This is an optimization exercise on Yosys and OpenROAD, whose aim is small area and a short achievable clock period, not a production implementation.
No functional check of the RTL was part of this run.
Power and IR drop assume default switching activity.

<file path="design/flow/flow/run.sh">
#!/bin/bash
# Standard ORFS layout (the standard.sh, standard synthesis unchanged); the only
# difference is the cell used for the port buffers that buffer_ports inserts.
set -euo pipefail
export BUFFER_PORTS_ARGS="-buffer_cell sky130_fd_sc_hd__buf_2"
bash standard.sh > standard_flow.log 2>&1
</file>
<file path="design/flow/constraint.sdc">
create_clock -name core_clock -period 7.5 [get_ports {clk}]
set_input_delay 1.5000 -clock core_clock [delete_from_list [all_inputs] [get_ports {clk}]]
set_output_delay 1.5000 -clock core_clock [all_outputs]
set_load 0.01 [all_outputs]
</file>
<file path="design/flow/standard.sh">
#!/bin/bash
# synth_recipe.tcl (not shown) runs the flow's synth.tcl, then flattens the netlist and writes it again
# the make line also repeats each setting of config.mk as NAME=value (left out here)
make -C /OpenROAD-flow-scripts/flow DESIGN_CONFIG=/design/flow/config.mk WORK_HOME=/design/flow/orfs CLKGATE_MAP_FILE= SYNTH_SCRIPT=/design/flow/synth_recipe.tcl "${@:-finish}"
</file>
<file path="design/flow/design.v">
module mac (
    input  logic clk,
    input  logic rst,
    input  logic signed [15:0] a_in,
    input  logic signed [15:0] b_in,
    input  logic acc_clear,
    output logic acc_out_valid,
    output logic signed [34:0] acc_out
);
logic [15:0] a_r;
logic [7:0] one_r, two_r, neg_r;
wire  [16:0] bx = {b_in, 1'b0};
integer k;
always_ff @(posedge clk) begin
    for (k = 0; k < 8; k = k + 1) begin
        one_r[k] <= bx[2*k+1] ^ bx[2*k];
        two_r[k] <= (bx[2*k+2] & ~bx[2*k+1] & ~bx[2*k]) | (~bx[2*k+2] & bx[2*k+1] & bx[2*k]);
        neg_r[k] <= bx[2*k+2];
    end
    a_r <= rst ? 16'd0 : a_in;
end
wire [17:0] ax = {a_r[15], a_r, 1'b0};
wire [16:0] pp0;
wire [16:0] pp1;
wire [16:0] pp2;
wire [16:0] pp3;
wire [16:0] pp4;
wire [16:0] pp5;
wire [16:0] pp6;
wire [16:0] pp7;
genvar gi, gj;
generate for (gj = 0; gj < 8; gj = gj + 1) begin : g_pp
    for (gi = 0; gi < 17; gi = gi + 1) begin : g_bit
        wire v = (one_r[gj] & ax[gi+1]) | (two_r[gj] & ax[gi]);
        if (gj == 0) assign pp0[gi] = v ^ neg_r[0];
        if (gj == 1) assign pp1[gi] = v ^ neg_r[1];
        if (gj == 2) assign pp2[gi] = v ^ neg_r[2];
        if (gj == 3) assign pp3[gi] = v ^ neg_r[3];
        if (gj == 4) assign pp4[gi] = v ^ neg_r[4];
        if (gj == 5) assign pp5[gi] = v ^ neg_r[5];
        if (gj == 6) assign pp6[gi] = v ^ neg_r[6];
        if (gj == 7) assign pp7[gi] = v ^ neg_r[7];
    end
end endgenerate
logic [34:0] acc_s;
logic [16:0] acc_cr;
wire  [34:0] acc_c;
logic [1:0] t;
wire hold = acc_out_valid & ~acc_clear;
wire [34:0] acc_in_s = acc_clear ? 35'd0 : acc_s;
wire [34:0] acc_in_c = acc_clear ? 35'd0 : acc_c;
assign acc_c = {acc_cr[16], 1'b0, acc_cr[15], 1'b0, acc_cr[14], 1'b0, acc_cr[13], 1'b0, acc_cr[12], 1'b0, acc_cr[11], 1'b0, acc_cr[10], 1'b0, acc_cr[9], 1'b0, acc_cr[8], 1'b0, acc_cr[7], 1'b0, acc_cr[6], 1'b0, acc_cr[5], 1'b0, acc_cr[4], 1'b0, acc_cr[3], 1'b0, acc_cr[2], 1'b0, acc_cr[1], 1'b0, acc_cr[0], 1'b0, 1'b0};
wire s0, c0, s1, c1, s2, c2, s3, c3, s4, c4, s5, c5, s6, c6, s7, c7, s8, c8, s9, c9, s10, c10, s11, c11, s12, c12, s13, c13, s14, c14, s15, c15, s16, c16, s17, c17, s18, c18, s19, c19, s20, c20, s21, c21, s22, c22, s23, c23, s24, c24, s25, c25, s26, c26, s27, c27, s28, c28, s29, c29, s30, c30, s31, c31, s32, c32, s33, c33, s34, c34, s35, c35, s36, c36, s37, c37, s38, c38, s39, c39, s40, c40, s41, c41, s42, c42, s43, c43, s44, c44, s45, c45, s46, c46, s47, c47, s48, c48, s49, c49, s50, c50, s51, c51, s52, c52, s53, c53, s54, c54, s55, c55, s56, c56, s57, c57, s58, c58, s59, c59, s60, c60, s61, c61, s62, c62, s63, c63, s64, c64, s65, c65, s66, c66, s67, c67, s68, c68, s69, c69, s70, c70, s71, c71, s72, c72, s73, c73, s74, c74, s75, c75, s76, c76, s77, c77, s78, c78, s79, c79, s80, c80, s81, c81, s82, c82, s83, c83, s84, c84, s85, c85, s86, c86, s87, c87, s88, c88, s89, c89, s90, c90, s91, c91, s92, c92, s93, c93, s94, c94, s95, c95, s96, c96, s97, c97, s98, c98, s99, c99, s100, c100, s101, c101, s102, c102, s103, c103, s104, c104, s105, c105, s106, c106, s107, c107, s108, c108, s109, c109, s110, c110, s111, c111, s112, c112, s113, c113, s114, c114, s115, c115, s116, c116, s117, c117, s118, c118, s119, c119, s120, c120, s121, c121, s122, c122, s123, c123, s124, c124, s125, c125, s126, c126, s127, c127, s128, c128, s129, c129, s130, c130, s131, c131, s132, c132, s133, c133, s134, c134, s135, c135, s136, c136, s137, c137, s138, c138, s139, c139, s140, c140, s141, c141, s142, c142, s143, c143, s144, c144, s145, c145, s146, c146, s147, c147, s148, c148, s149, c149, s150, c150, s151, c151, s152, c152, s153, c153;
mac_ha u_ha0 (.a(neg_r[0]), .b(pp0[0]), .s(s0), .co(c0));
mac_ha u_ha1 (.a(pp0[1]), .b(c0), .s(s1), .co(c1));
mac_fa u_fa2 (.a(neg_r[1]), .b(pp0[2]), .c(pp1[0]), .s(s2), .co(c2));
mac_fa u_fa3 (.a(s2), .b(c1), .c(acc_in_s[2]), .s(s3), .co(c3));
mac_fa u_fa4 (.a(pp0[3]), .b(pp1[1]), .c(c2), .s(s4), .co(c4));
mac_ha u_ha5 (.a(s4), .b(acc_in_s[3]), .s(s5), .co(c5));
mac_fa u_fa6 (.a(neg_r[2]), .b(pp0[4]), .c(pp1[2]), .s(s6), .co(c6));
mac_fa u_fa7 (.a(pp2[0]), .b(s6), .c(c4), .s(s7), .co(c7));
mac_fa u_fa8 (.a(acc_in_s[4]), .b(acc_in_c[4]), .c(c5), .s(s8), .co(c8));
mac_fa u_fa9 (.a(pp0[5]), .b(pp1[3]), .c(pp2[1]), .s(s9), .co(c9));
mac_fa u_fa10 (.a(c6), .b(s9), .c(acc_in_s[5]), .s(s10), .co(c10));
mac_ha u_ha11 (.a(c7), .b(s10), .s(s11), .co(c11));
mac_fa u_fa12 (.a(neg_r[3]), .b(pp0[6]), .c(pp1[4]), .s(s12), .co(c12));
mac_fa u_fa13 (.a(pp2[2]), .b(pp3[0]), .c(c9), .s(s13), .co(c13));
mac_fa u_fa14 (.a(s12), .b(s13), .c(acc_in_s[6]), .s(s14), .co(c14));
mac_fa u_fa15 (.a(acc_in_c[6]), .b(c10), .c(s14), .s(s15), .co(c15));
mac_fa u_fa16 (.a(pp0[7]), .b(pp1[5]), .c(pp2[3]), .s(s16), .co(c16));
mac_fa u_fa17 (.a(pp3[1]), .b(c12), .c(s16), .s(s17), .co(c17));
mac_fa u_fa18 (.a(c13), .b(acc_in_s[7]), .c(s17), .s(s18), .co(c18));
mac_ha u_ha19 (.a(c14), .b(s18), .s(s19), .co(c19));
mac_fa u_fa20 (.a(neg_r[4]), .b(pp0[8]), .c(pp1[6]), .s(s20), .co(c20));
mac_fa u_fa21 (.a(pp2[4]), .b(pp3[2]), .c(pp4[0]), .s(s21), .co(c21));
mac_fa u_fa22 (.a(c16), .b(s20), .c(s21), .s(s22), .co(c22));
mac_fa u_fa23 (.a(c17), .b(acc_in_s[8]), .c(acc_in_c[8]), .s(s23), .co(c23));
mac_fa u_fa24 (.a(s22), .b(c18), .c(s23), .s(s24), .co(c24));
mac_fa u_fa25 (.a(pp0[9]), .b(pp1[7]), .c(pp2[5]), .s(s25), .co(c25));
mac_fa u_fa26 (.a(pp3[3]), .b(pp4[1]), .c(c20), .s(s26), .co(c26));
mac_fa u_fa27 (.a(c21), .b(s25), .c(s26), .s(s27), .co(c27));
mac_fa u_fa28 (.a(c22), .b(acc_in_s[9]), .c(c23), .s(s28), .co(c28));
mac_ha u_ha29 (.a(s27), .b(c24), .s(s29), .co(c29));
mac_fa u_fa30 (.a(neg_r[5]), .b(pp0[10]), .c(pp1[8]), .s(s30), .co(c30));
mac_fa u_fa31 (.a(pp2[6]), .b(pp3[4]), .c(pp4[2]), .s(s31), .co(c31));
mac_fa u_fa32 (.a(pp5[0]), .b(c25), .c(s30), .s(s32), .co(c32));
mac_fa u_fa33 (.a(s31), .b(c26), .c(acc_in_s[10]), .s(s33), .co(c33));
mac_fa u_fa34 (.a(acc_in_c[10]), .b(s32), .c(c27), .s(s34), .co(c34));
mac_fa u_fa35 (.a(s33), .b(c28), .c(s34), .s(s35), .co(c35));
mac_fa u_fa36 (.a(pp0[11]), .b(pp1[9]), .c(pp2[7]), .s(s36), .co(c36));
mac_fa u_fa37 (.a(pp3[5]), .b(pp4[3]), .c(pp5[1]), .s(s37), .co(c37));
mac_fa u_fa38 (.a(c30), .b(c31), .c(s36), .s(s38), .co(c38));
mac_fa u_fa39 (.a(s37), .b(c32), .c(acc_in_s[11]), .s(s39), .co(c39));
mac_fa u_fa40 (.a(s38), .b(c33), .c(s39), .s(s40), .co(c40));
mac_ha u_ha41 (.a(c34), .b(s40), .s(s41), .co(c41));
mac_fa u_fa42 (.a(neg_r[6]), .b(pp0[12]), .c(pp1[10]), .s(s42), .co(c42));
mac_fa u_fa43 (.a(pp2[8]), .b(pp3[6]), .c(pp4[4]), .s(s43), .co(c43));
mac_fa u_fa44 (.a(pp5[2]), .b(pp6[0]), .c(c36), .s(s44), .co(c44));
mac_fa u_fa45 (.a(c37), .b(s42), .c(s43), .s(s45), .co(c45));
mac_fa u_fa46 (.a(s44), .b(c38), .c(acc_in_s[12]), .s(s46), .co(c46));
mac_fa u_fa47 (.a(acc_in_c[12]), .b(s45), .c(c39), .s(s47), .co(c47));
mac_fa u_fa48 (.a(s46), .b(c40), .c(s47), .s(s48), .co(c48));
mac_fa u_fa49 (.a(pp0[13]), .b(pp1[11]), .c(pp2[9]), .s(s49), .co(c49));
mac_fa u_fa50 (.a(pp3[7]), .b(pp4[5]), .c(pp5[3]), .s(s50), .co(c50));
mac_fa u_fa51 (.a(pp6[1]), .b(c42), .c(c43), .s(s51), .co(c51));
mac_fa u_fa52 (.a(s49), .b(s50), .c(c44), .s(s52), .co(c52));
mac_fa u_fa53 (.a(s51), .b(c45), .c(acc_in_s[13]), .s(s53), .co(c53));
mac_fa u_fa54 (.a(s52), .b(c46), .c(s53), .s(s54), .co(c54));
mac_ha u_ha55 (.a(c47), .b(s54), .s(s55), .co(c55));
mac_fa u_fa56 (.a(neg_r[7]), .b(pp0[14]), .c(pp1[12]), .s(s56), .co(c56));
mac_fa u_fa57 (.a(pp2[10]), .b(pp3[8]), .c(pp4[6]), .s(s57), .co(c57));
mac_fa u_fa58 (.a(pp5[4]), .b(pp6[2]), .c(pp7[0]), .s(s58), .co(c58));
mac_fa u_fa59 (.a(c49), .b(c50), .c(s56), .s(s59), .co(c59));
mac_fa u_fa60 (.a(s57), .b(s58), .c(c51), .s(s60), .co(c60));
mac_fa u_fa61 (.a(acc_in_s[14]), .b(acc_in_c[14]), .c(s59), .s(s61), .co(c61));
mac_fa u_fa62 (.a(c52), .b(s60), .c(c53), .s(s62), .co(c62));
mac_fa u_fa63 (.a(s61), .b(c54), .c(s62), .s(s63), .co(c63));
mac_fa u_fa64 (.a(pp0[15]), .b(pp1[13]), .c(pp2[11]), .s(s64), .co(c64));
mac_fa u_fa65 (.a(pp3[9]), .b(pp4[7]), .c(pp5[5]), .s(s65), .co(c65));
mac_fa u_fa66 (.a(pp6[3]), .b(pp7[1]), .c(c56), .s(s66), .co(c66));
mac_fa u_fa67 (.a(c57), .b(c58), .c(s64), .s(s67), .co(c67));
mac_fa u_fa68 (.a(s65), .b(s66), .c(c59), .s(s68), .co(c68));
mac_fa u_fa69 (.a(acc_in_s[15]), .b(s67), .c(c60), .s(s69), .co(c69));
mac_fa u_fa70 (.a(c61), .b(s68), .c(s69), .s(s70), .co(c70));
mac_ha u_ha71 (.a(c62), .b(s70), .s(s71), .co(c71));
mac_fa u_fa72 (.a(pp0[16]), .b(pp1[14]), .c(pp2[12]), .s(s72), .co(c72));
mac_fa u_fa73 (.a(pp3[10]), .b(pp4[8]), .c(pp5[6]), .s(s73), .co(c73));
mac_fa u_fa74 (.a(pp6[4]), .b(pp7[2]), .c(c64), .s(s74), .co(c74));
mac_fa u_fa75 (.a(c65), .b(s72), .c(s73), .s(s75), .co(c75));
mac_fa u_fa76 (.a(c66), .b(s74), .c(c67), .s(s76), .co(c76));
mac_fa u_fa77 (.a(acc_in_s[16]), .b(acc_in_c[16]), .c(s75), .s(s77), .co(c77));
mac_fa u_fa78 (.a(c68), .b(s76), .c(s77), .s(s78), .co(c78));
mac_fa u_fa79 (.a(c69), .b(s78), .c(c70), .s(s79), .co(c79));
mac_fa u_fa80 (.a(pp0[16]), .b(pp1[15]), .c(pp2[13]), .s(s80), .co(c80));
mac_fa u_fa81 (.a(pp3[11]), .b(pp4[9]), .c(pp5[7]), .s(s81), .co(c81));
mac_fa u_fa82 (.a(pp6[5]), .b(pp7[3]), .c(c72), .s(s82), .co(c82));
mac_fa u_fa83 (.a(c73), .b(s80), .c(s81), .s(s83), .co(c83));
mac_fa u_fa84 (.a(c74), .b(s82), .c(c75), .s(s84), .co(c84));
mac_fa u_fa85 (.a(acc_in_s[17]), .b(s83), .c(c76), .s(s85), .co(c85));
mac_fa u_fa86 (.a(c77), .b(s84), .c(s85), .s(s86), .co(c86));
mac_ha u_ha87 (.a(c78), .b(s86), .s(s87), .co(c87));
mac_fa u_fa88 (.a(~pp0[16]), .b(~pp1[16]), .c(pp2[14]), .s(s88), .co(c88));
mac_fa u_fa89 (.a(pp3[12]), .b(pp4[10]), .c(pp5[8]), .s(s89), .co(c89));
mac_fa u_fa90 (.a(pp6[6]), .b(pp7[4]), .c(c80), .s(s90), .co(c90));
mac_fa u_fa91 (.a(c81), .b(s88), .c(s89), .s(s91), .co(c91));
mac_fa u_fa92 (.a(c82), .b(s90), .c(c83), .s(s92), .co(c92));
mac_fa u_fa93 (.a(acc_in_s[18]), .b(acc_in_c[18]), .c(s91), .s(s93), .co(c93));
mac_fa u_fa94 (.a(c84), .b(s92), .c(s93), .s(s94), .co(c94));
mac_fa u_fa95 (.a(c85), .b(s94), .c(c86), .s(s95), .co(c95));
mac_fa u_fa96 (.a(~pp2[15]), .b(pp3[13]), .c(pp4[11]), .s(s96), .co(c96));
mac_fa u_fa97 (.a(pp5[9]), .b(pp6[7]), .c(pp7[5]), .s(s97), .co(c97));
mac_fa u_fa98 (.a(c88), .b(c89), .c(s96), .s(s98), .co(c98));
mac_fa u_fa99 (.a(s97), .b(c90), .c(c91), .s(s99), .co(c99));
mac_fa u_fa100 (.a(acc_in_s[19]), .b(s98), .c(c92), .s(s100), .co(c100));
mac_fa u_fa101 (.a(c93), .b(s99), .c(s100), .s(s101), .co(c101));
mac_ha u_ha102 (.a(c94), .b(s101), .s(s102), .co(c102));
mac_fa u_fa103 (.a(~pp2[16]), .b(pp3[14]), .c(pp4[12]), .s(s103), .co(c103));
mac_fa u_fa104 (.a(pp5[10]), .b(pp6[8]), .c(pp7[6]), .s(s104), .co(c104));
mac_fa u_fa105 (.a(pp2[15]), .b(c96), .c(c97), .s(s105), .co(c105));
mac_fa u_fa106 (.a(s103), .b(s104), .c(s105), .s(s106), .co(c106));
mac_fa u_fa107 (.a(c98), .b(acc_in_s[20]), .c(acc_in_c[20]), .s(s107), .co(c107));
mac_fa u_fa108 (.a(c99), .b(s106), .c(s107), .s(s108), .co(c108));
mac_fa u_fa109 (.a(c100), .b(s108), .c(c101), .s(s109), .co(c109));
mac_fa u_fa110 (.a(~pp3[15]), .b(pp4[13]), .c(pp5[11]), .s(s110), .co(c110));
mac_fa u_fa111 (.a(pp6[9]), .b(pp7[7]), .c(c103), .s(s111), .co(c111));
mac_fa u_fa112 (.a(c104), .b(s110), .c(c105), .s(s112), .co(c112));
mac_fa u_fa113 (.a(s111), .b(acc_in_s[21]), .c(c106), .s(s113), .co(c113));
mac_fa u_fa114 (.a(s112), .b(c107), .c(s113), .s(s114), .co(c114));
mac_ha u_ha115 (.a(c108), .b(s114), .s(s115), .co(c115));
mac_fa u_fa116 (.a(~pp3[16]), .b(pp4[14]), .c(pp5[12]), .s(s116), .co(c116));
mac_fa u_fa117 (.a(pp6[10]), .b(pp7[8]), .c(pp3[15]), .s(s117), .co(c117));
mac_fa u_fa118 (.a(c110), .b(s116), .c(s117), .s(s118), .co(c118));
mac_fa u_fa119 (.a(c111), .b(acc_in_s[22]), .c(acc_in_c[22]), .s(s119), .co(c119));
mac_fa u_fa120 (.a(s118), .b(c112), .c(s119), .s(s120), .co(c120));
mac_fa u_fa121 (.a(c113), .b(s120), .c(c114), .s(s121), .co(c121));
mac_fa u_fa122 (.a(~pp4[15]), .b(pp5[13]), .c(pp6[11]), .s(s122), .co(c122));
mac_fa u_fa123 (.a(pp7[9]), .b(c116), .c(c117), .s(s123), .co(c123));
mac_fa u_fa124 (.a(s122), .b(s123), .c(c118), .s(s124), .co(c124));
mac_fa u_fa125 (.a(acc_in_s[23]), .b(c119), .c(s124), .s(s125), .co(c125));
mac_ha u_ha126 (.a(c120), .b(s125), .s(s126), .co(c126));
mac_fa u_fa127 (.a(~pp4[16]), .b(pp5[14]), .c(pp6[12]), .s(s127), .co(c127));
mac_fa u_fa128 (.a(pp7[10]), .b(pp4[15]), .c(c122), .s(s128), .co(c128));
mac_fa u_fa129 (.a(s127), .b(c123), .c(s128), .s(s129), .co(c129));
mac_fa u_fa130 (.a(acc_in_s[24]), .b(acc_in_c[24]), .c(c124), .s(s130), .co(c130));
mac_fa u_fa131 (.a(s129), .b(c125), .c(s130), .s(s131), .co(c131));
mac_fa u_fa132 (.a(~pp5[15]), .b(pp6[13]), .c(pp7[11]), .s(s132), .co(c132));
mac_fa u_fa133 (.a(c127), .b(s132), .c(c128), .s(s133), .co(c133));
mac_fa u_fa134 (.a(acc_in_s[25]), .b(c129), .c(s133), .s(s134), .co(c134));
mac_ha u_ha135 (.a(c130), .b(s134), .s(s135), .co(c135));
mac_fa u_fa136 (.a(~pp5[16]), .b(pp6[14]), .c(pp7[12]), .s(s136), .co(c136));
mac_fa u_fa137 (.a(pp5[15]), .b(c132), .c(s136), .s(s137), .co(c137));
mac_fa u_fa138 (.a(acc_in_s[26]), .b(acc_in_c[26]), .c(s137), .s(s138), .co(c138));
mac_fa u_fa139 (.a(c133), .b(s138), .c(c134), .s(s139), .co(c139));
mac_fa u_fa140 (.a(~pp6[15]), .b(pp7[13]), .c(c136), .s(s140), .co(c140));
mac_fa u_fa141 (.a(s140), .b(c137), .c(acc_in_s[27]), .s(s141), .co(c141));
mac_ha u_ha142 (.a(c138), .b(s141), .s(s142), .co(c142));
mac_fa u_fa143 (.a(~pp6[16]), .b(pp7[14]), .c(pp6[15]), .s(s143), .co(c143));
mac_fa u_fa144 (.a(s143), .b(c140), .c(acc_in_s[28]), .s(s144), .co(c144));
mac_fa u_fa145 (.a(acc_in_c[28]), .b(c141), .c(s144), .s(s145), .co(c145));
mac_fa u_fa146 (.a(~pp7[15]), .b(c143), .c(acc_in_s[29]), .s(s146), .co(c146));
mac_ha u_ha147 (.a(c144), .b(s146), .s(s147), .co(c147));
mac_fa u_fa148 (.a(~pp7[16]), .b(pp7[15]), .c(acc_in_s[30]), .s(s148), .co(c148));
mac_fa u_fa149 (.a(acc_in_c[30]), .b(c146), .c(s148), .s(s149), .co(c149));
mac_ha u_ha150 (.a(~acc_in_s[31]), .b(c148), .s(s150), .co(c150));
mac_fa u_fa151 (.a(~acc_in_s[32]), .b(acc_in_c[32]), .c(acc_in_s[31]), .s(s151), .co(c151));
mac_ha u_ha152 (.a(~acc_in_s[33]), .b(acc_in_s[32]), .s(s152), .co(c152));
mac_fa u_fa153 (.a(~acc_in_s[34]), .b(acc_in_c[34]), .c(acc_in_s[33]), .s(s153), .co(c153));
wire [34:0] rx = {c152, s152, c150, s150, c147, s147, c142, s142, c135, s135, c126, s126, c115, s115, c102, s102, c87, s87, c71, s71, c55, s55, c41, s41, c29, s29, c19, s19, c11, s11, s7, s5, acc_in_c[2], s1, s0};
wire [34:0] ry = {s153, c151, s151, c149, s149, c145, s145, c139, s139, c131, s131, c121, s121, c109, s109, c95, s95, c79, s79, c63, s63, c48, s48, c35, s35, s28, s24, c15, s15, c8, s8, c3, s3, acc_in_s[1], acc_in_s[0]};
wire [34:0] nxt_s;
wire [34:0] nxt_c;
wire [2:0] blk0 = {1'b0, rx[1:0]} + {1'b0, ry[1:0]};
assign nxt_s[1:0] = blk0[1:0];
wire [2:0] blk2 = {1'b0, rx[3:2]} + {1'b0, ry[3:2]};
assign nxt_s[3:2] = blk2[1:0];
wire [2:0] blk4 = {1'b0, rx[5:4]} + {1'b0, ry[5:4]};
assign nxt_s[5:4] = blk4[1:0];
wire [2:0] blk6 = {1'b0, rx[7:6]} + {1'b0, ry[7:6]};
assign nxt_s[7:6] = blk6[1:0];
wire [2:0] blk8 = {1'b0, rx[9:8]} + {1'b0, ry[9:8]};
assign nxt_s[9:8] = blk8[1:0];
wire [2:0] blk10 = {1'b0, rx[11:10]} + {1'b0, ry[11:10]};
assign nxt_s[11:10] = blk10[1:0];
wire [2:0] blk12 = {1'b0, rx[13:12]} + {1'b0, ry[13:12]};
assign nxt_s[13:12] = blk12[1:0];
wire [2:0] blk14 = {1'b0, rx[15:14]} + {1'b0, ry[15:14]};
assign nxt_s[15:14] = blk14[1:0];
wire [2:0] blk16 = {1'b0, rx[17:16]} + {1'b0, ry[17:16]};
assign nxt_s[17:16] = blk16[1:0];
wire [2:0] blk18 = {1'b0, rx[19:18]} + {1'b0, ry[19:18]};
assign nxt_s[19:18] = blk18[1:0];
wire [2:0] blk20 = {1'b0, rx[21:20]} + {1'b0, ry[21:20]};
assign nxt_s[21:20] = blk20[1:0];
wire [2:0] blk22 = {1'b0, rx[23:22]} + {1'b0, ry[23:22]};
assign nxt_s[23:22] = blk22[1:0];
wire [2:0] blk24 = {1'b0, rx[25:24]} + {1'b0, ry[25:24]};
assign nxt_s[25:24] = blk24[1:0];
wire [2:0] blk26 = {1'b0, rx[27:26]} + {1'b0, ry[27:26]};
assign nxt_s[27:26] = blk26[1:0];
wire [2:0] blk28 = {1'b0, rx[29:28]} + {1'b0, ry[29:28]};
assign nxt_s[29:28] = blk28[1:0];
wire [2:0] blk30 = {1'b0, rx[31:30]} + {1'b0, ry[31:30]};
assign nxt_s[31:30] = blk30[1:0];
wire [2:0] blk32 = {1'b0, rx[33:32]} + {1'b0, ry[33:32]};
assign nxt_s[33:32] = blk32[1:0];
wire [1:0] blk34 = {1'b0, rx[34:34]} + {1'b0, ry[34:34]};
assign nxt_s[34:34] = blk34[0:0];
assign nxt_c[0] = 1'b0;
assign nxt_c[1] = 1'b0;
assign nxt_c[2] = blk0[2];
assign nxt_c[3] = 1'b0;
assign nxt_c[4] = blk2[2];
assign nxt_c[5] = 1'b0;
assign nxt_c[6] = blk4[2];
assign nxt_c[7] = 1'b0;
assign nxt_c[8] = blk6[2];
assign nxt_c[9] = 1'b0;
assign nxt_c[10] = blk8[2];
assign nxt_c[11] = 1'b0;
assign nxt_c[12] = blk10[2];
assign nxt_c[13] = 1'b0;
assign nxt_c[14] = blk12[2];
assign nxt_c[15] = 1'b0;
assign nxt_c[16] = blk14[2];
assign nxt_c[17] = 1'b0;
assign nxt_c[18] = blk16[2];
assign nxt_c[19] = 1'b0;
assign nxt_c[20] = blk18[2];
assign nxt_c[21] = 1'b0;
assign nxt_c[22] = blk20[2];
assign nxt_c[23] = 1'b0;
assign nxt_c[24] = blk22[2];
assign nxt_c[25] = 1'b0;
assign nxt_c[26] = blk24[2];
assign nxt_c[27] = 1'b0;
assign nxt_c[28] = blk26[2];
assign nxt_c[29] = 1'b0;
assign nxt_c[30] = blk28[2];
assign nxt_c[31] = 1'b0;
assign nxt_c[32] = blk30[2];
assign nxt_c[33] = 1'b0;
assign nxt_c[34] = blk32[2];
wire [16:0] nxt_cr = {nxt_c[34], nxt_c[32], nxt_c[30], nxt_c[28], nxt_c[26], nxt_c[24], nxt_c[22], nxt_c[20], nxt_c[18], nxt_c[16], nxt_c[14], nxt_c[12], nxt_c[10], nxt_c[8], nxt_c[6], nxt_c[4], nxt_c[2]};
always_ff @(posedge clk) begin
    if (rst) begin
        acc_s <= '0; acc_cr <= '0; acc_out_valid <= 1'b0; t <= 2'd0;
    end else if (acc_clear) begin
        acc_s <= nxt_s; acc_cr <= nxt_cr; t <= 2'd1; acc_out_valid <= 1'b0;
    end else if (!acc_out_valid) begin
        acc_s <= nxt_s; acc_cr <= nxt_cr; t <= t + 2'd1; acc_out_valid <= (t == 2'd3);
    end
end
wire [34:0] op = acc_s ^ acc_c;
wire [34:0] og = acc_s & acc_c;
wire xg0 = og[1] | (op[1] & og[0]);
wire xp0 = op[1] & op[0];
wire xg1 = og[2] | (op[2] & og[1]);
wire xp1 = op[2] & op[1];
wire xg2 = og[3] | (op[3] & og[2]);
wire xp2 = op[3] & op[2];
wire xg3 = og[4] | (op[4] & og[3]);
wire xp3 = op[4] & op[3];
wire xg4 = og[5] | (op[5] & og[4]);
wire xp4 = op[5] & op[4];
wire xg5 = og[6] | (op[6] & og[5]);
wire xp5 = op[6] & op[5];
wire xg6 = og[7] | (op[7] & og[6]);
wire xp6 = op[7] & op[6];
wire xg7 = og[8] | (op[8] & og[7]);
wire xp7 = op[8] & op[7];
wire xg8 = og[9] | (op[9] & og[8]);
wire xp8 = op[9] & op[8];
wire xg9 = og[10] | (op[10] & og[9]);
wire xp9 = op[10] & op[9];
wire xg10 = og[11] | (op[11] & og[10]);
wire xp10 = op[11] & op[10];
wire xg11 = og[12] | (op[12] & og[11]);
wire xp11 = op[12] & op[11];
wire xg12 = og[13] | (op[13] & og[12]);
wire xp12 = op[13] & op[12];
wire xg13 = og[14] | (op[14] & og[13]);
wire xp13 = op[14] & op[13];
wire xg14 = og[15] | (op[15] & og[14]);
wire xp14 = op[15] & op[14];
wire xg15 = og[16] | (op[16] & og[15]);
wire xp15 = op[16] & op[15];
wire xg16 = og[17] | (op[17] & og[16]);
wire xp16 = op[17] & op[16];
wire xg17 = og[18] | (op[18] & og[17]);
wire xp17 = op[18] & op[17];
wire xg18 = og[19] | (op[19] & og[18]);
wire xp18 = op[19] & op[18];
wire xg19 = og[20] | (op[20] & og[19]);
wire xp19 = op[20] & op[19];
wire xg20 = og[21] | (op[21] & og[20]);
wire xp20 = op[21] & op[20];
wire xg21 = og[22] | (op[22] & og[21]);
wire xp21 = op[22] & op[21];
wire xg22 = og[23] | (op[23] & og[22]);
wire xp22 = op[23] & op[22];
wire xg23 = og[24] | (op[24] & og[23]);
wire xp23 = op[24] & op[23];
wire xg24 = og[25] | (op[25] & og[24]);
wire xp24 = op[25] & op[24];
wire xg25 = og[26] | (op[26] & og[25]);
wire xp25 = op[26] & op[25];
wire xg26 = og[27] | (op[27] & og[26]);
wire xp26 = op[27] & op[26];
wire xg27 = og[28] | (op[28] & og[27]);
wire xp27 = op[28] & op[27];
wire xg28 = og[29] | (op[29] & og[28]);
wire xp28 = op[29] & op[28];
wire xg29 = og[30] | (op[30] & og[29]);
wire xp29 = op[30] & op[29];
wire xg30 = og[31] | (op[31] & og[30]);
wire xp30 = op[31] & op[30];
wire xg31 = og[32] | (op[32] & og[31]);
wire xp31 = op[32] & op[31];
wire xg32 = og[33] | (op[33] & og[32]);
wire xp32 = op[33] & op[32];
wire xg33 = og[34] | (op[34] & og[33]);
wire xp33 = op[34] & op[33];
wire xg34 = xg1 | (xp1 & og[0]);
wire xp34 = xp1 & op[0];
wire xg35 = xg2 | (xp2 & xg0);
wire xp35 = xp2 & xp0;
wire xg36 = xg3 | (xp3 & xg1);
wire xp36 = xp3 & xp1;
wire xg37 = xg4 | (xp4 & xg2);
wire xp37 = xp4 & xp2;
wire xg38 = xg5 | (xp5 & xg3);
wire xp38 = xp5 & xp3;
wire xg39 = xg6 | (xp6 & xg4);
wire xp39 = xp6 & xp4;
wire xg40 = xg7 | (xp7 & xg5);
wire xp40 = xp7 & xp5;
wire xg41 = xg8 | (xp8 & xg6);
wire xp41 = xp8 & xp6;
wire xg42 = xg9 | (xp9 & xg7);
wire xp42 = xp9 & xp7;
wire xg43 = xg10 | (xp10 & xg8);
wire xp43 = xp10 & xp8;
wire xg44 = xg11 | (xp11 & xg9);
wire xp44 = xp11 & xp9;
wire xg45 = xg12 | (xp12 & xg10);
wire xp45 = xp12 & xp10;
wire xg46 = xg13 | (xp13 & xg11);
wire xp46 = xp13 & xp11;
wire xg47 = xg14 | (xp14 & xg12);
wire xp47 = xp14 & xp12;
wire xg48 = xg15 | (xp15 & xg13);
wire xp48 = xp15 & xp13;
wire xg49 = xg16 | (xp16 & xg14);
wire xp49 = xp16 & xp14;
wire xg50 = xg17 | (xp17 & xg15);
wire xp50 = xp17 & xp15;
wire xg51 = xg18 | (xp18 & xg16);
wire xp51 = xp18 & xp16;
wire xg52 = xg19 | (xp19 & xg17);
wire xp52 = xp19 & xp17;
wire xg53 = xg20 | (xp20 & xg18);
wire xp53 = xp20 & xp18;
wire xg54 = xg21 | (xp21 & xg19);
wire xp54 = xp21 & xp19;
wire xg55 = xg22 | (xp22 & xg20);
wire xp55 = xp22 & xp20;
wire xg56 = xg23 | (xp23 & xg21);
wire xp56 = xp23 & xp21;
wire xg57 = xg24 | (xp24 & xg22);
wire xp57 = xp24 & xp22;
wire xg58 = xg25 | (xp25 & xg23);
wire xp58 = xp25 & xp23;
wire xg59 = xg26 | (xp26 & xg24);
wire xp59 = xp26 & xp24;
wire xg60 = xg27 | (xp27 & xg25);
wire xp60 = xp27 & xp25;
wire xg61 = xg28 | (xp28 & xg26);
wire xp61 = xp28 & xp26;
wire xg62 = xg29 | (xp29 & xg27);
wire xp62 = xp29 & xp27;
wire xg63 = xg30 | (xp30 & xg28);
wire xp63 = xp30 & xp28;
wire xg64 = xg31 | (xp31 & xg29);
wire xp64 = xp31 & xp29;
wire xg65 = xg32 | (xp32 & xg30);
wire xp65 = xp32 & xp30;
wire xg66 = xg33 | (xp33 & xg31);
wire xp66 = xp33 & xp31;
wire xg67 = xg36 | (xp36 & og[0]);
wire xp67 = xp36 & op[0];
wire xg68 = xg37 | (xp37 & xg0);
wire xp68 = xp37 & xp0;
wire xg69 = xg38 | (xp38 & xg34);
wire xp69 = xp38 & xp34;
wire xg70 = xg39 | (xp39 & xg35);
wire xp70 = xp39 & xp35;
wire xg71 = xg40 | (xp40 & xg36);
wire xp71 = xp40 & xp36;
wire xg72 = xg41 | (xp41 & xg37);
wire xp72 = xp41 & xp37;
wire xg73 = xg42 | (xp42 & xg38);
wire xp73 = xp42 & xp38;
wire xg74 = xg43 | (xp43 & xg39);
wire xp74 = xp43 & xp39;
wire xg75 = xg44 | (xp44 & xg40);
wire xp75 = xp44 & xp40;
wire xg76 = xg45 | (xp45 & xg41);
wire xp76 = xp45 & xp41;
wire xg77 = xg46 | (xp46 & xg42);
wire xp77 = xp46 & xp42;
wire xg78 = xg47 | (xp47 & xg43);
wire xp78 = xp47 & xp43;
wire xg79 = xg48 | (xp48 & xg44);
wire xp79 = xp48 & xp44;
wire xg80 = xg49 | (xp49 & xg45);
wire xp80 = xp49 & xp45;
wire xg81 = xg50 | (xp50 & xg46);
wire xp81 = xp50 & xp46;
wire xg82 = xg51 | (xp51 & xg47);
wire xp82 = xp51 & xp47;
wire xg83 = xg52 | (xp52 & xg48);
wire xp83 = xp52 & xp48;
wire xg84 = xg53 | (xp53 & xg49);
wire xp84 = xp53 & xp49;
wire xg85 = xg54 | (xp54 & xg50);
wire xp85 = xp54 & xp50;
wire xg86 = xg55 | (xp55 & xg51);
wire xp86 = xp55 & xp51;
wire xg87 = xg56 | (xp56 & xg52);
wire xp87 = xp56 & xp52;
wire xg88 = xg57 | (xp57 & xg53);
wire xp88 = xp57 & xp53;
wire xg89 = xg58 | (xp58 & xg54);
wire xp89 = xp58 & xp54;
wire xg90 = xg59 | (xp59 & xg55);
wire xp90 = xp59 & xp55;
wire xg91 = xg60 | (xp60 & xg56);
wire xp91 = xp60 & xp56;
wire xg92 = xg61 | (xp61 & xg57);
wire xp92 = xp61 & xp57;
wire xg93 = xg62 | (xp62 & xg58);
wire xp93 = xp62 & xp58;
wire xg94 = xg63 | (xp63 & xg59);
wire xp94 = xp63 & xp59;
wire xg95 = xg64 | (xp64 & xg60);
wire xp95 = xp64 & xp60;
wire xg96 = xg65 | (xp65 & xg61);
wire xp96 = xp65 & xp61;
wire xg97 = xg66 | (xp66 & xg62);
wire xp97 = xp66 & xp62;
wire xg98 = xg71 | (xp71 & og[0]);
wire xp98 = xp71 & op[0];
wire xg99 = xg72 | (xp72 & xg0);
wire xp99 = xp72 & xp0;
wire xg100 = xg73 | (xp73 & xg34);
wire xp100 = xp73 & xp34;
wire xg101 = xg74 | (xp74 & xg35);
wire xp101 = xp74 & xp35;
wire xg102 = xg75 | (xp75 & xg67);
wire xp102 = xp75 & xp67;
wire xg103 = xg76 | (xp76 & xg68);
wire xp103 = xp76 & xp68;
wire xg104 = xg77 | (xp77 & xg69);
wire xp104 = xp77 & xp69;
wire xg105 = xg78 | (xp78 & xg70);
wire xp105 = xp78 & xp70;
wire xg106 = xg79 | (xp79 & xg71);
wire xp106 = xp79 & xp71;
wire xg107 = xg80 | (xp80 & xg72);
wire xp107 = xp80 & xp72;
wire xg108 = xg81 | (xp81 & xg73);
wire xp108 = xp81 & xp73;
wire xg109 = xg82 | (xp82 & xg74);
wire xp109 = xp82 & xp74;
wire xg110 = xg83 | (xp83 & xg75);
wire xp110 = xp83 & xp75;
wire xg111 = xg84 | (xp84 & xg76);
wire xp111 = xp84 & xp76;
wire xg112 = xg85 | (xp85 & xg77);
wire xp112 = xp85 & xp77;
wire xg113 = xg86 | (xp86 & xg78);
wire xp113 = xp86 & xp78;
wire xg114 = xg87 | (xp87 & xg79);
wire xp114 = xp87 & xp79;
wire xg115 = xg88 | (xp88 & xg80);
wire xp115 = xp88 & xp80;
wire xg116 = xg89 | (xp89 & xg81);
wire xp116 = xp89 & xp81;
wire xg117 = xg90 | (xp90 & xg82);
wire xp117 = xp90 & xp82;
wire xg118 = xg91 | (xp91 & xg83);
wire xp118 = xp91 & xp83;
wire xg119 = xg92 | (xp92 & xg84);
wire xp119 = xp92 & xp84;
wire xg120 = xg93 | (xp93 & xg85);
wire xp120 = xp93 & xp85;
wire xg121 = xg94 | (xp94 & xg86);
wire xp121 = xp94 & xp86;
wire xg122 = xg95 | (xp95 & xg87);
wire xp122 = xp95 & xp87;
wire xg123 = xg96 | (xp96 & xg88);
wire xp123 = xp96 & xp88;
wire xg124 = xg97 | (xp97 & xg89);
wire xp124 = xp97 & xp89;
wire xg125 = xg106 | (xp106 & og[0]);
wire xp125 = xp106 & op[0];
wire xg126 = xg107 | (xp107 & xg0);
wire xp126 = xp107 & xp0;
wire xg127 = xg108 | (xp108 & xg34);
wire xp127 = xp108 & xp34;
wire xg128 = xg109 | (xp109 & xg35);
wire xp128 = xp109 & xp35;
wire xg129 = xg110 | (xp110 & xg67);
wire xp129 = xp110 & xp67;
wire xg130 = xg111 | (xp111 & xg68);
wire xp130 = xp111 & xp68;
wire xg131 = xg112 | (xp112 & xg69);
wire xp131 = xp112 & xp69;
wire xg132 = xg113 | (xp113 & xg70);
wire xp132 = xp113 & xp70;
wire xg133 = xg114 | (xp114 & xg98);
wire xp133 = xp114 & xp98;
wire xg134 = xg115 | (xp115 & xg99);
wire xp134 = xp115 & xp99;
wire xg135 = xg116 | (xp116 & xg100);
wire xp135 = xp116 & xp100;
wire xg136 = xg117 | (xp117 & xg101);
wire xp136 = xp117 & xp101;
wire xg137 = xg118 | (xp118 & xg102);
wire xp137 = xp118 & xp102;
wire xg138 = xg119 | (xp119 & xg103);
wire xp138 = xp119 & xp103;
wire xg139 = xg120 | (xp120 & xg104);
wire xp139 = xp120 & xp104;
wire xg140 = xg121 | (xp121 & xg105);
wire xp140 = xp121 & xp105;
wire xg141 = xg122 | (xp122 & xg106);
wire xp141 = xp122 & xp106;
wire xg142 = xg123 | (xp123 & xg107);
wire xp142 = xp123 & xp107;
wire xg143 = xg124 | (xp124 & xg108);
wire xp143 = xp124 & xp108;
wire xg144 = xg141 | (xp141 & og[0]);
wire xp144 = xp141 & op[0];
wire xg145 = xg142 | (xp142 & xg0);
wire xp145 = xp142 & xp0;
wire xg146 = xg143 | (xp143 & xg34);
wire xp146 = xp143 & xp34;
assign acc_out[0] = op[0];
mac_xor u_xo1 (.a(op[1]), .b(og[0]), .y(acc_out[1]));
mac_xor u_xo2 (.a(op[2]), .b(xg0), .y(acc_out[2]));
mac_xor u_xo3 (.a(op[3]), .b(xg34), .y(acc_out[3]));
mac_xor u_xo4 (.a(op[4]), .b(xg35), .y(acc_out[4]));
mac_xor u_xo5 (.a(op[5]), .b(xg67), .y(acc_out[5]));
mac_xor u_xo6 (.a(op[6]), .b(xg68), .y(acc_out[6]));
mac_xor u_xo7 (.a(op[7]), .b(xg69), .y(acc_out[7]));
mac_xor u_xo8 (.a(op[8]), .b(xg70), .y(acc_out[8]));
mac_xor u_xo9 (.a(op[9]), .b(xg98), .y(acc_out[9]));
mac_xor u_xo10 (.a(op[10]), .b(xg99), .y(acc_out[10]));
mac_xor u_xo11 (.a(op[11]), .b(xg100), .y(acc_out[11]));
mac_xor u_xo12 (.a(op[12]), .b(xg101), .y(acc_out[12]));
mac_xor u_xo13 (.a(op[13]), .b(xg102), .y(acc_out[13]));
mac_xor u_xo14 (.a(op[14]), .b(xg103), .y(acc_out[14]));
mac_xor u_xo15 (.a(op[15]), .b(xg104), .y(acc_out[15]));
mac_xor u_xo16 (.a(op[16]), .b(xg105), .y(acc_out[16]));
mac_xor u_xo17 (.a(op[17]), .b(xg125), .y(acc_out[17]));
mac_xor u_xo18 (.a(op[18]), .b(xg126), .y(acc_out[18]));
mac_xor u_xo19 (.a(op[19]), .b(xg127), .y(acc_out[19]));
mac_xor u_xo20 (.a(op[20]), .b(xg128), .y(acc_out[20]));
mac_xor u_xo21 (.a(op[21]), .b(xg129), .y(acc_out[21]));
mac_xor u_xo22 (.a(op[22]), .b(xg130), .y(acc_out[22]));
mac_xor u_xo23 (.a(op[23]), .b(xg131), .y(acc_out[23]));
mac_xor u_xo24 (.a(op[24]), .b(xg132), .y(acc_out[24]));
mac_xor u_xo25 (.a(op[25]), .b(xg133), .y(acc_out[25]));
mac_xor u_xo26 (.a(op[26]), .b(xg134), .y(acc_out[26]));
mac_xor u_xo27 (.a(op[27]), .b(xg135), .y(acc_out[27]));
mac_xor u_xo28 (.a(op[28]), .b(xg136), .y(acc_out[28]));
mac_xor u_xo29 (.a(op[29]), .b(xg137), .y(acc_out[29]));
mac_xor u_xo30 (.a(op[30]), .b(xg138), .y(acc_out[30]));
mac_xor u_xo31 (.a(op[31]), .b(xg139), .y(acc_out[31]));
mac_xor u_xo32 (.a(op[32]), .b(xg140), .y(acc_out[32]));
mac_xor u_xo33 (.a(op[33]), .b(xg144), .y(acc_out[33]));
mac_xor u_xo34 (.a(op[34]), .b(xg145), .y(acc_out[34]));
endmodule
module mac_fa (input logic a, input logic b, input logic c, output logic s, output logic co);
    assign s = a ^ b ^ c;
    assign co = (a & b) | (c & (a ^ b));
endmodule
module mac_ha (input logic a, input logic b, output logic s, output logic co);
    assign s = a ^ b;
    assign co = a & b;
endmodule
module mac_xor (input logic a, input logic b, output logic y);
    assign y = a ^ b;
endmodule
</file>
<file path="design/flow/config.mk">
export PLATFORM = sky130hd
export DESIGN_NAME = mac
export DESIGN_NICKNAME = mac
export VERILOG_FILES = /design/flow/design.v
export SDC_FILE = /design/flow/constraint.sdc
export NUM_CORES = 4
export LEC_CHECK = 0
export CAP_MARGIN = 20
export CORE_MARGIN = 2
export CORE_UTILIZATION = 40
export SETUP_SLACK_MARGIN = 4.5
export SLEW_MARGIN = 60
export SYNTH_HIERARCHICAL = 1
export SYNTH_MINIMUM_KEEP_SIZE = 0
export TNS_END_PERCENT = 0
</file>
==> results.json <==
{
  "run_status": "no timing/DRC/antenna violations",
  "cts_max_level": 3,
  "die-area_mm2": 0.0275,
  "first_pass_iteration_count_of_the_detailed_router": 5,
  "yosys_most_used_dff": "sky130_fd_sc_hd__dfxtp_1",
  "dp_hpwl_um": 19100,
  "rows": 59,
  "cp.required_ns": 7.79,
  "tightestPinTransition_ns": 0.517,
  "grt_pass1_vias": 8153,
  "path_max_fanout": 6,
  "total_count_of_max_transition_violations_in_the_final_report": 0,
  "synthToLayoutAreaGrowth_pct": 16.3,
  "critPathLaunchType": "flop",
  "wl_per_cell_um": 18.7,
  "min_period_ns": 4.25,
  "ys_ff_latch": 95,
  "core_mm2": 0.0258,
  "synth.top_cell.area_share_pct": 29.3,
  "synth_warnings": 7,
  "setup_failing_eps_final": 0,
  "nets": 1373,
  "grt.overflow.total": 0,
  "grt_max_degree": 72,
  "global_route_wire_length_before_repair_um": 45000,
  "clockRootBuffer": "sky130_fd_sc_hd__clkbuf_16",
  "num_io_pins": 71,
  "synth_cells": 1086,
  "power.density_mw_per_mm2": 371,
  "worst_ep_arrival_time_ns": 4.54,
  "chip_height_um": 166,
  "floorplan.initialDensity_pct": 40.5,
  "grt_usage_pct": 20.2,
  "irDropWorstVdd_v": 0.000192,
  "synth_top_cells_by_area": "sky130_fd_sc_hd__fa_1 (29%), sky130_fd_sc_hd__dfxtp_1 (18%), sky130_fd_sc_hd__xnor2_1 (11%)",
  "drt-initial-drc-count": 631,
  "slew_headroom_pct": 65.5,
  "layout-drive-gt1-share_pct": 23.0,
  "avgSynthCellArea_um2": 9.64,
  "hold_path.class": "reg -> reg",
  "cell_type_with_the_highest_aggregate_area_in_the_netlist": "sky130_fd_sc_hd__fa_1",
  "drc": 0,
  "setup_tns_ns": 0,
  "synth-edff-count": 0,
  "num_vias": 8037,
  "cts_hold_repair.buffers": 0,
  "timing_hold_violations_final": 0,
  "die-width_um": 166,
  "async_flop_share_pct": 0,
  "yosys.cell_types.count": 43,
  "sinks_on_the_clock_net": 95,
  "max_cap_violations": 0,
  "fin_worst_skew_ns": 0.0138,
  "placer_congestion": 0.861,
  "num-fill-cells": 2440,
  "fmaxAchievable_ghz": 0.236,
  "antenna_left": 0,
  "setup.worst_path.class": "reg -> reg",
  "final.period_utilization_pct": 56.6,
  "n_antenna_cell": 0,
  "placement.io_buffers": 70,
  "syn_area_mm2": 0.0105,
  "tritoncts.num_buffers": 9,
  "worstSkewPairLatency_ns": 0.36,
  "path_clk_slew_ns": 0.07,
  "wirelength_um": 27500,
  "unrepaired_setup_endpoints_after_global_routing": "yes",
  "utilization_pct": 47.1,
  "mean_number_of_vias_per_cell": 5.46,
  "cts_tree": "yes",
  "critPathCaptureType": "flop",
  "whs_ns": 0.469,
  "ys_seq_area_share_pct": 18.2,
  "leakage_component_of_the_power_nw": 4.90,
  "cts_buffer_depth": 2,
  "antenna_found_initial": 0
}
==> cell usage after synthesis (2+ instances only) <==
cell type	instances
sky130_fd_sc_hd__fa_1	153
sky130_fd_sc_hd__xnor2_1	131
sky130_fd_sc_hd__nand2_1	128
sky130_fd_sc_hd__a22oi_1	121
sky130_fd_sc_hd__dfxtp_1	95
sky130_fd_sc_hd__clkbuf_1	91
sky130_fd_sc_hd__nor2b_1	68
sky130_fd_sc_hd__a21oi_1	56
sky130_fd_sc_hd__ha_1	52
sky130_fd_sc_hd__xor2_1	49
sky130_fd_sc_hd__o21ai_0	23
sky130_fd_sc_hd__inv_1	15
sky130_fd_sc_hd__nand2b_1	13
sky130_fd_sc_hd__nor2_1	11
sky130_fd_sc_hd__nand4_1	10
sky130_fd_sc_hd__and2_1	9
sky130_fd_sc_hd__buf_2	9
sky130_fd_sc_hd__a31oi_1	8
sky130_fd_sc_hd__nand3b_1	6
sky130_fd_sc_hd__a31o_2	4
sky130_fd_sc_hd__nor3_1	4
sky130_fd_sc_hd__o21bai_1	3
sky130_fd_sc_hd__o31ai_1	3
sky130_fd_sc_hd__and3_1	2
sky130_fd_sc_hd__nand3_1	2
sky130_fd_sc_hd__o21ai_2	2
sky130_fd_sc_hd__or2_2	2
==> sequential cells by signal, summed over array words and instances (netlist names) <==
name           flops
a_r               16
acc_cr            17
acc_out_valid      1
acc_s             35
neg_r              8
one_r              8
t                  2
two_r              8
==> modules after synthesis (local to each module, per instance) <==
module,cell area [um2],cells,copies in the design,flip-flops and latches
mac_ha,12.5,1,18,0
mac,7220,898,1,95
mac_xor,8.76,1,34,0
mac_fa,20.0,1,136,0
==> layout by cell type (no fill, tap or decap), types with 22 or more instances in the layout <==
cell type                 Yosys  layout
sky130_fd_sc_hd__nand2_1    128     128
sky130_fd_sc_hd__fa_1       153     128
sky130_fd_sc_hd__xnor2_1    131     124
sky130_fd_sc_hd__a22oi_1    121     100
sky130_fd_sc_hd__buf_2        9      69
sky130_fd_sc_hd__nor2b_1     68      61
sky130_fd_sc_hd__dfxtp_1     95      61
sky130_fd_sc_hd__a21oi_1     56      55
sky130_fd_sc_hd__buf_4        1      52
sky130_fd_sc_hd__ha_1        52      51
sky130_fd_sc_hd__xor2_1      49      49
sky130_fd_sc_hd__dfxtp_4      0      33
sky130_fd_sc_hd__fa_2         0      25
sky130_fd_sc_hd__o21ai_0     23      22
==> power by group <==
group          total, mW  internal (mW)  switching, mW  leakage [nW]
registers          0.818          0.649          0.169         0.808
clock network      0.448          0.235          0.213         0.140
logic               3.24           1.56           1.69          3.95
total               4.51           2.44           2.07          4.90
==> critical path, cell delays in order, from the launching register on <==
cell and delay [ns]:
sky130_fd_sc_hd__dfxtp_4 0.41, sky130_fd_sc_hd__buf_4 0.21, sky130_fd_sc_hd__a22oi_2 0.10, sky130_fd_sc_hd__xnor2_1 0.15
sky130_fd_sc_hd__fa_2 0.39, sky130_fd_sc_hd__fa_2 0.43, sky130_fd_sc_hd__fa_2 0.38, sky130_fd_sc_hd__fa_1 0.47
sky130_fd_sc_hd__fa_2 0.36, sky130_fd_sc_hd__fa_1 0.46, sky130_fd_sc_hd__ha_2 0.19, sky130_fd_sc_hd__fa_1 0.47
sky130_fd_sc_hd__nand2_1 0.06, sky130_fd_sc_hd__a21oi_2 0.12
==> kinds of logic (layout without fill, tap and decap cells) <==
family / after synthesis / in the layout / share of synthesized area, %
and+or+nand+nor: 256 / 256 / 12.0
xor gates and xnor gates: 180 / 180 / 15.1
muxes: 1 / 1 / 0.0957
adders and majority gates: 205 / 205 / 35.5
other: 1 / 2 / 0.0358
buffers and inverters: 116 / 167 / 4.30
AOI/OAI and AO/OA: 232 / 232 / 14.8
DFF: 95 / 95 / 18.2
==> path summary, 6_finish.rpt <==
| kind | end | depth (start not counted) | slack [ns] | start |
|---|---|---|---|---|
| max | acc_s[19] | 13 | 3.25 | two_r[4] |
| min reg2reg | acc_s[0] | 2 | 0.47 | acc_s[0] |
| max reg2reg | acc_s[19] | 13 | 3.25 | two_r[4] |
| min | acc_s[0] | 2 | 0.47 | acc_s[0] |
==> per-stage QoR <==
| stage | cell area (um2) | power [mW] | setup WS (ns) | std cells |
|---|---|---|---|---|
| floorplan | 10800 | 3.22 | 3.30 | 1087 |
| global placement | 11000 | 3.94 | 2.72 | 1400 |
| detailed placement | 11100 | 3.98 | 2.87 | 1401 |
| CTS | 12100 | 4.52 | 3.30 | 1473 |
| global route | 12200 | 5.11 | 3.02 | 1473 |
| finish | 12200 | 4.51 | 3.25 | 1473 |
==> layout make-up <==
cell class,instances,area [um2],area share [%]
clock buffers,11,243,2.00
clock inverters,5,32.5,0.267
inverters,15,56.3,0.463
multi-input cells,876,8420,69.2
flip-flops and latches,95,2030,16.7
well taps,335,419,3.45
repair buffers,136,967,7.95
==> repair_timing <==
item,in CTS,in global routing
pin swaps,23,7
buffers inserted,56,0
setup endpoints to repair,78,78
gates resized for setup,77,6
==> layer usage <==
metal / track usage, % / wire length, um / vias up
met5: 0 / 0 / -
met4: 5.14 / 427 / 0
met3: 3.98 / 2120 / 34
met2: 30.3 / 12100 / 324
met1: 29.8 / 12800 / 3949
li1: - / - / 3730

-- re-timing with driven ports --
The flow's constraints put no driver on any port. The routed layout listed below was extracted and timed again, unchanged, in two steps. Step 1: set_driving_cell puts a clkbuf_16 on clk and a buf_2 on each other input, an assumption about the parent block. Step 2 moves the port delays by t, midway between the first and last clock arrival at a register: inputs arrive t later, outputs are due t later. That takes back most of the time a late clock gives input paths. Slacks: ideal ports / drivers / drivers and shift; pairs: ideal ports / drivers.
t, ns: 0.400
setup WS [ns]: 3.254 / 3.254 / 3.101
hold slack, ns: 0.469 / 0.469 / 0.469
After both steps this run still meets setup and hold. The setup slack of this run moves by 0.000 ns with the drivers and by -0.153 ns with both steps.
